This is an optimization exercise on Yosys and OpenROAD, whose aim is small area and a short achievable clock period, not a production implementation.
Power figures rest on the tool's default switching activity, not on a simulated workload.

Setup of JK:
==> module float_addsub, before the edit <==
module float_addsub(
	input wire clk,
	input wire [31:0] v1,
	input wire [31:0] v2,
	input wire op,
	output wire [31:0] vres
);
	wire        s1 = v1[31];
	wire        s2 = v2[31] ^ op;
	wire [7:0]  e1 = v1[30:23];
	wire [7:0]  e2 = v2[30:23];
	wire        sub = s1 ^ s2;
	wire [30:0] bg = v1[30:0] & ~v2[30:0];
	wire [30:0] be = ~(v1[30:0] ^ v2[30:0]);
	function automatic [1:0] cmpc(input [1:0] hi, input [1:0] lo);  
		cmpc = {hi[1] | (hi[0] & lo[1]), hi[0] & lo[0]};
	endfunction
	function automatic [1:0] cmp8(input [7:0] g, input [7:0] e);
		reg [1:0] a0, a1, a2, a3, b0, b1;
		begin
			a0 = cmpc({g[1], e[1]}, {g[0], e[0]});
			a1 = cmpc({g[3], e[3]}, {g[2], e[2]});
			a2 = cmpc({g[5], e[5]}, {g[4], e[4]});
			a3 = cmpc({g[7], e[7]}, {g[6], e[6]});
			b0 = cmpc(a1, a0);
			b1 = cmpc(a3, a2);
			cmp8 = cmpc(b1, b0);
		end
	endfunction
	wire [1:0] ce  = cmp8(bg[30:23], be[30:23]);
	wire [1:0] cf2 = cmp8(bg[22:15], be[22:15]);
	wire [1:0] cf1 = cmp8(bg[14:7], be[14:7]);
	wire [1:0] cf0 = cmp8({bg[6:0], 1'b0}, {be[6:0], 1'b1});
	wire [1:0] cf  = cmpc(cf2, cmpc(cf1, cf0));
	wire        gt = ce[1] | (ce[0] & cf[1]);    
	wire        eq = ce[0] & cf[0];
	wire [7:0]  d12, d21;
	wire        c12;
	ks_absdiff #(8, 3) adiff(.a(e1), .b(e2), .amb(d12), .bma(d21), .age(c12));
	wire        ez = (e1 == 8'd0) | (e2 == 8'd0);      
	reg         r1_s1, r1_eqs, r1_sub, r1_gt, r1_ez;
	reg  [7:0]  r1_e;
	reg  [22:0] r1_f1, r1_f2;
	reg  [7:0]  r1_d12, r1_d21;
	reg         r1_c12;
	always @(posedge clk) begin
		r1_s1   <= s1;
		r1_eqs  <= eq & sub;                
		r1_sub  <= sub;
		r1_gt   <= gt;
		r1_e    <= ce[1] ? e1 : e2;
		r1_f1   <= v1[22:0];
		r1_f2   <= v2[22:0];
		r1_ez   <= ez;
		r1_d12  <= d12;                     
		r1_d21  <= d21;                     
		r1_c12  <= c12;                     
	end
	wire        bz = (r1_e == 8'd0);                   
	wire [7:0]  d = r1_c12 ? r1_d12 : r1_d21;         
	wire        far = r1_ez | (d[7:5] != 3'd0) | (d[4:3] == 2'b11);
	wire [22:0] fb = r1_gt ? r1_f1 : r1_f2;
	wire [23:0] x0 = {1'b1, r1_gt ? r1_f2 : r1_f1};
	wire [23:0] x1 = d[4] ? {16'b0, x0[23:16]} : x0;
	wire [23:0] x2 = d[3] ? {8'b0, x1[23:8]} : x1;
	reg         r2_s, r2_sub, r2_hb;
	reg  [7:0]  r2_e;
	reg  [22:0] r2_fb;
	reg  [23:0] r2_x;
	reg  [2:0]  r2_sh;
	always @(posedge clk) begin
		r2_s    <= (r1_gt ? r1_s1 : r1_s1 ^ r1_sub) & ~r1_eqs;
		r2_sub  <= r1_sub;
		r2_hb   <= ~bz;                          
		r2_e    <= r1_e;
		r2_fb   <= fb & {23{~bz}};
		r2_x    <= x2 & {24{~far}};
		r2_sh   <= d[2:0];
	end
	wire [23:0] x3 = r2_sh[2] ? {4'b0, x2_r[23:4]} : x2_r;
	wire [23:0] x2_r = r2_x;
	wire [23:0] x4 = r2_sh[1] ? {2'b0, x3[23:2]} : x3;
	wire [23:0] x5 = r2_sh[0] ? {1'b0, x4[23:1]} : x4;
	wire [24:0] opa = {1'b0, r2_hb, r2_fb};
	wire [24:0] opb = {r2_sub, x5 ^ {24{r2_sub}}};
	wire [24:0] gen = {opa[24:1] & opb[24:1], (opa[0] & opb[0]) | ((opa[0] ^ opb[0]) & r2_sub)};
	wire [24:0] pro = opa ^ opb;
	reg         r3_s, r3_cin;
	reg  [7:0]  r3_e;
	reg  [24:0] r3_g, r3_p;
	always @(posedge clk) begin
		r3_s    <= r2_s;
		r3_cin  <= r2_sub;
		r3_e    <= r2_e;
		r3_g    <= gen;
		r3_p    <= pro;
	end
	wire [24:0] sum;
	ks_sum #(25, 5) addm(.g(r3_g), .p(r3_p), .cin(r3_cin), .s(sum));
	reg         r4_s;
	reg  [7:0]  r4_e;
	reg  [24:0] r4_r;
	always @(posedge clk) begin
		r4_s    <= r3_s;
		r4_e    <= r3_e;
		r4_r    <= sum;
	end
	wire [4:0] lz;
	lzc25 lzm(.v(r4_r), .n(lz));
	reg         r5_s;
	reg  [7:0]  r5_e;
	reg  [24:0] r5_r;
	reg  [4:0]  r5_lz;
	always @(posedge clk) begin
		r5_s    <= r4_s;
		r5_e    <= r4_e;
		r5_r    <= r4_r;
		r5_lz   <= lz;
	end
	wire [24:0] n0 = r5_lz[4] ? {r5_r[8:0], 16'b0} : r5_r;
	wire [24:0] n1 = r5_lz[3] ? {n0[16:0], 8'b0} : n0;
	wire [24:0] n2 = r5_lz[2] ? {n1[20:0], 4'b0} : n1;
	wire [24:0] n3 = r5_lz[1] ? {n2[22:0], 2'b0} : n2;
	wire [24:0] n4 = r5_lz[0] ? {n3[23:0], 1'b0} : n3;
	reg         r6_s;
	reg  [7:0]  r6_e;
	reg  [4:0]  r6_lz;
	reg  [22:0] r6_f;
	always @(posedge clk) begin
		r6_s    <= r5_s;
		r6_e    <= r5_e;
		r6_lz   <= r5_lz;
		r6_f    <= n4[23:1];
	end
	wire [7:0]  ne = (r6_lz == 5'd25) ? 8'd0 : r6_e + 8'd1 - {3'b0, r6_lz};
	reg  [31:0] r7;
	always @(posedge clk) begin
		r7 <= {r6_s, ne, r6_f};
	end
	assign vres = r7;
endmodule
==> flow/config.mk <==
export PLATFORM = sky130hd
export DESIGN_NAME = float_addsub
export DESIGN_NICKNAME = float_addsub
export VERILOG_FILES = /design/flow/design.v
export SDC_FILE = /design/flow/constraint.sdc
export NUM_CORES = 4
export LEC_CHECK = 0
export CAP_MARGIN = 20
export CORE_MARGIN = 2
export CORE_UTILIZATION = 60
export CTS_BUF_LIST = sky130_fd_sc_hd__clkbuf_16
export CTS_CLUSTER_DIAMETER = 100
export CTS_CLUSTER_SIZE = 30
export SETUP_SLACK_MARGIN = 1.9
export SLEW_MARGIN = 20
==> flow/constraint.sdc <==
create_clock -name core_clock -period 4.0 [get_ports {clk}]
set_input_delay 0.8000 -clock core_clock [delete_from_list [all_inputs] [get_ports {clk}]]
set_output_delay 0.8000 -clock core_clock [all_outputs]
set_load 0.01 [all_outputs]
standard.sh (not shown) runs the stock make flow with config.mk's settings and CLKGATE_MAP_FILE= SYNTH_SCRIPT=/design/flow/synth_recipe.tcl, a recipe that flattens the netlist after the stock synthesis.
==> flow/flow/run.sh <==
#!/bin/bash
set -euo pipefail
export BUFFER_PORTS_ARGS="-buffer_cell sky130_fd_sc_hd__buf_1"
bash standard.sh > standard_flow.log 2>&1
What MS does differently from JK at the input level:
-- flow/design.v --
<<< JK, line 167
	wire        ez = (e1 == 8'd0) | (e2 == 8'd0);      
	reg         r1_s1, r1_eqs, r1_sub, r1_gt, r1_ez;
	reg  [7:0]  r1_e;
	reg  [22:0] r1_f1, r1_f2;
	reg  [7:0]  r1_d12, r1_d21;
>>> MS, line 167
	wire        ez = (e1 == 8'd0) | (e2 == 8'd0);      
	reg         r1_s1, r1_eqs, r1_sub, r1_gt, r1_ez;
	reg  [7:0]  r1_e2;
	reg  [22:0] r1_f1, r1_f2;
	reg  [7:0]  r1_d12, r1_d21;
<<< JK, line 176
		r1_sub  <= sub;
		r1_gt   <= gt;
		r1_e    <= ce[1] ? e1 : e2;
		r1_f1   <= v1[22:0];
		r1_f2   <= v2[22:0];
>>> MS, line 176
		r1_sub  <= sub;
		r1_gt   <= gt;
		r1_e2   <= e2;
		r1_f1   <= v1[22:0];
		r1_f2   <= v2[22:0];
<<< JK, line 184
		r1_c12  <= c12;                     
	end
	wire        bz = (r1_e == 8'd0);                   
	wire [7:0]  d = r1_c12 ? r1_d12 : r1_d21;         
	wire        far = r1_ez | (d[7:5] != 3'd0) | (d[4:3] == 2'b11);
>>> MS, line 184
		r1_c12  <= c12;                     
	end
	wire        bz = r1_ez & (r1_d12 == 8'd0);         
	wire [7:0]  e1r;                                   
	wire        e1c_unused;
	ks_add #(8, 3) ade1(.a(r1_e2), .b(r1_d12), .cin(1'b0), .s(e1r), .cout(e1c_unused));
	wire [7:0]  eb = r1_c12 ? e1r : r1_e2;             
	wire [7:0]  d = r1_c12 ? r1_d12 : r1_d21;         
	wire        far = r1_ez | (d[7:5] != 3'd0) | (d[4:3] == 2'b11);
<<< JK, line 200
		r2_sub  <= r1_sub;
		r2_hb   <= ~bz;                          
		r2_e    <= r1_e;
		r2_fb   <= fb & {23{~bz}};
		r2_x    <= x2 & {24{~far}};
>>> MS, line 204
		r2_sub  <= r1_sub;
		r2_hb   <= ~bz;                          
		r2_e    <= eb;
		r2_fb   <= fb & {23{~bz}};
		r2_x    <= x2 & {24{~far}};
<<< JK, line 219
		r3_s    <= r2_s;
		r3_cin  <= r2_sub;
		r3_e    <= r2_e;
		r3_g    <= gen;
		r3_p    <= pro;
>>> MS, line 223
		r3_s    <= r2_s;
		r3_cin  <= r2_sub;
		r3_e    <= r2_e + 8'd1;
		r3_g    <= gen;
		r3_p    <= pro;
<<< JK, line 260
		r6_f    <= n4[23:1];
	end
	wire [7:0]  ne = (r6_lz == 5'd25) ? 8'd0 : r6_e + 8'd1 - {3'b0, r6_lz};
	reg  [31:0] r7;
	always @(posedge clk) begin
>>> MS, line 264
		r6_f    <= n4[23:1];
	end
	wire [7:0]  ne = (r6_lz == 5'd25) ? 8'd0 : r6_e - {3'b0, r6_lz};
	reg  [31:0] r7;
	always @(posedge clk) begin
Findings:
In the metrics for JK and MS, the one carrying the lower area after synthesis is JK. Re final critical-path required period: JK and MS aren't equal, and the lower value belongs to MS. Going from JK to MS, overall power after layout higher; hold slack higher. Compared with JK, MS instantiates a larger number of cells. When the final numbers for JK and MS were put side by side, the average vias per placed instance turned out to be greater in MS. Looking at JK and MS, the part of the total power dissipated in sequential elements is a wash. MS against JK: fraction of the mapped netlist area in simple logic gates increased by 1.0 points relative to the old numbers; first-pass iteration count of the detailed router rose by 1.
Function was not checked in any run of this note: the RTL went through the layout flow alone.

[re-timing with driven ports]
The results above use ideal ports. As a check the final layouts listed here were re-extracted and re-timed, cells and wires unchanged.
Step 1 sets driving cells, clkbuf_16 on the clock port and buf_2 on the other inputs (assumed; they add their load-dependent delay and slew).
Step 2 adds t to the input delays and takes it off the output delays; t is the mean of the earliest and latest rising clock arrival at the registers after step 1. Input paths then give back, and output paths get back, about the clock's delay inside the block.
Three values: no drivers, after step 1, after step 2; two values: the first two.
run	t, ns	setup slack, ns	latest minus earliest clock arrival (ns)	worst register clock-pin slew, ns	pins driven straight from the clock port
JK	0.536	1.931 / 1.915 / 1.379	0.030 / 0.029	0.11 / 0.11	1
MS	0.523	1.989 / 1.989 / 1.503	0.036 / 0.036	0.11 / 0.11	1
After both steps every run listed still meets setup and hold. For JK, which loses most, drivers alone change the setup slack by -0.016 ns; drivers and shift together by -0.552 ns.
